This design comes from an exercise in tuning for small area, a short achievable clock period and few clock cycles per item on the open sky130 flow, not from production work. Only simulation tests tie the RTL to the original design; equivalence was not proved. No activity file was given, so power comes from the tool's default toggle rates.

== run 1 ==
// redmule_mx_encoder
module redmule_mx_encoder
#(
    parameter int unsigned DATA_W = 256,
    parameter int unsigned BITW = 16,
    parameter int unsigned NUM_LANES = 32
)(
    input logic                    clk_i,
    input logic                   rst_ni,
    input logic [2:0]              mx_format_i,
    input logic                  fp16_valid_i,
    output logic                 fp16_ready_o,
    input logic [NUM_LANES*BITW-1:0]       fp16_data_i,
    output logic                         mx_val_valid_o,
    input  logic                         mx_val_ready_i,
    output logic [DATA_W-1:0]            mx_val_data_o,
    output logic                         mx_exp_valid_o,
    input  logic                         mx_exp_ready_i,
    output logic [7:0]                   mx_exp_data_o
);
Size: roughly 3600 cells after synthesis, ~25000 µm² of cells after synthesis.
==> flow/config.mk <==
export PLATFORM = sky130hd
export DESIGN_NAME = redmule_mx_encoder
export DESIGN_NICKNAME = redmule_mx_encoder
export VERILOG_FILES = /design/flow/design.v
export SDC_FILE = /design/flow/constraint.sdc
export NUM_CORES = 4
export LEC_CHECK = 0
export ABC_AREA = 1
export CAP_MARGIN = 20
export CORE_MARGIN = 2
export CORE_UTILIZATION = 55
export CTS_CLUSTER_DIAMETER = 100
export CTS_CLUSTER_SIZE = 20
export PLACE_DENSITY = 0.7
export SLEW_MARGIN = 20
==> flow/constraint.sdc <==
create_clock -name core_clock -period 66.0 [get_ports {clk_i}]
set_input_delay 13.2000 -clock core_clock [delete_from_list [all_inputs] [get_ports {clk_i}]]
set_output_delay 13.2000 -clock core_clock [all_outputs]
set_load 0.01 [all_outputs]
standard.sh (not shown) runs the stock make flow with config.mk's settings and CLKGATE_MAP_FILE= SYNTH_SCRIPT=/design/flow/synth_recipe.tcl, a recipe that flattens the netlist after the stock synthesis.
==> flow/flow/run.sh <==
#!/bin/bash
# Own layout flow: the standard synthesis, then the combinational logic is
# re-mapped for area (flip-flops untouched), then the standard layout from
# that netlist. Each tool's output goes to a log file in this folder.
set -euo pipefail
HERE=$(pwd)
FLOWDIR=$HERE/flow
R=$HERE/orfs/results/$FLOW_PLATFORM/redmule_mx_encoder/base
P=$FLOW_HOME/platforms/$FLOW_PLATFORM
LIB=$P/lib/sky130_fd_sc_hd__tt_025C_1v80.lib

bash standard.sh synth > $HERE/log_1_standard_synth.log 2>&1

cp $R/1_2_yosys.v $HERE/standard_netlist.v
DONTUSE=$(grep -A60 "^export DONT_USE_CELLS" $P/config.mk | sed -n '1,/^$/p' | grep -o "sky130_fd_sc_hd__[a-z0-9_]*" | sed 's/^/-dont_use /' | tr '\n' ' ')
printf 'set_driving_cell sky130_fd_sc_hd__buf_1\nset_load 5\n' > $HERE/reopt.constr
sed -e "s#{LIB}#$LIB#g" -e "s#{IN}#$HERE/standard_netlist.v#" -e "s#{TOP}#$FLOW_TOP#g" \
    -e "s#{ABCSCRIPT}#$FLOWDIR/reopt.abc#" -e "s#{CONSTR}#$HERE/reopt.constr#" \
    -e "s#{DONTUSE}#$DONTUSE#" -e "s#{STAT}#$HERE/reopt_stat.txt#" -e "s#{OUT}#$HERE/reopt_netlist.v#" \
    $FLOWDIR/reopt.ys > $HERE/reopt_run.ys
yosys -s $HERE/reopt_run.ys > $HERE/log_2_reopt_yosys.log 2>&1
cp $HERE/reopt_netlist.v $R/1_2_yosys.v

bash standard.sh do-1_synth > $HERE/log_3_synth_odb.log 2>&1
export BUFFER_PORTS_ARGS="-buffer_cell sky130_fd_sc_hd__buf_1"
bash standard.sh finish > $HERE/log_4_layout.log 2>&1
==> flow/flow/reopt.abc <==
strash
dch -f
amap
strash
dch -f
amap
topo
==> flow/flow/reopt.ys <==
# Re-map the combinational logic of the standard synthesis for area.
# Flip-flops (and tie cells) stay the instances standard synthesis made,
# with their names and cell types; all other cells are flattened to their
# library functions and mapped again by ABC with an area-only script.
read_liberty -ignore_miss_func {LIB}
read_verilog {IN}
hierarchy -top {TOP}
setattr -mod -set keep_hierarchy 1 sky130_fd_sc_hd__*df* sky130_fd_sc_hd__conb*
flatten
opt -purge
select {TOP}
abc -script {ABCSCRIPT} -liberty {LIB} -constr {CONSTR} {DONTUSE}
opt_clean -purge
tee -o {STAT} stat -liberty {LIB}
write_verilog -noattr -noexpr -nohex -nodec -selected {OUT}
Run 1 | ERROR | 3_2_place_iop
Testbench counts of run 1, summed over its fixed seeds: cycles 2,056, items 2,048.
#### Input delta (run 2 over run 1)
- PLACE_DENSITY changed from 0.7 to 0.6
- CTS_CLUSTER_SIZE removed (was 20)
- CTS_CLUSTER_DIAMETER removed (was 100)
- CORE_UTILIZATION changed from 55 to 40
### Flow results
- Run 2 ran to completion and came out clean on the timing, DRC and antenna checks.
- Post-synthesis instance total came out exactly the same in run 1 and run 2.
- Reported for run 1 and run 2, mapped cell area turned out identical to the last digit.
- Run 2 ended with more die width than run 1.
- Between run 1 and run 2, effective utilization at floorplan is lower for run 2, run 1 comes in above that.
- Side by side, height of the die turned out higher in run 2 than in run 1.
Input changes introduced in run 3 (baseline for comparison: run 2):
- CAP_MARGIN now 10, was 20
- SLEW_MARGIN now 10, was 20
- CTS_CLUSTER_SIZE now 20, previously not set
- CTS_CLUSTER_DIAMETER now 100, previously not set
Findings:
- Run 3 vs run 2: average wire length per cell after detail routing up in run 3
- Run 3 vs. run 2: routed wire length fell by 400 µm; total power per unit cell area fell by about 6%.

-- re-timing with driven ports --
In the flow no input, the clock included, has a driving cell. The finished layouts below were timed again as built, in two steps. Step 1, drivers: a clkbuf_16 drives clk_i and a buf_2 each remaining input, both assumed. Step 2, shift: input delay + t, output delay - t, t = (earliest + latest rising clock arrival at the registers) / 2. This alone moves slack from input paths to output paths. a / b / c = ideal ports / drivers / drivers and shift; a / b = the first two.
| run | t (ns) | setup slack, ns | hold slack, ns | slew at the worst register clock pin (ns) | worst slew at a driven data input, ns |
|---|---|---|---|---|---|
| run 2 | 0.626 | 39.246 / 39.232 / 38.644 | 0.650 / 0.650 / 0.650 | 0.07 / 0.07 | 0.15 |
| run 3 | 0.633 | 39.004 / 39.033 / 38.400 | 0.656 / 0.656 / 0.656 | 0.10 / 0.10 | 0.15 |
After both steps every run listed still meets setup and hold. The setup slack of run 3, which loses most, moves by +0.029 ns with the drivers and by -0.604 ns with both steps.
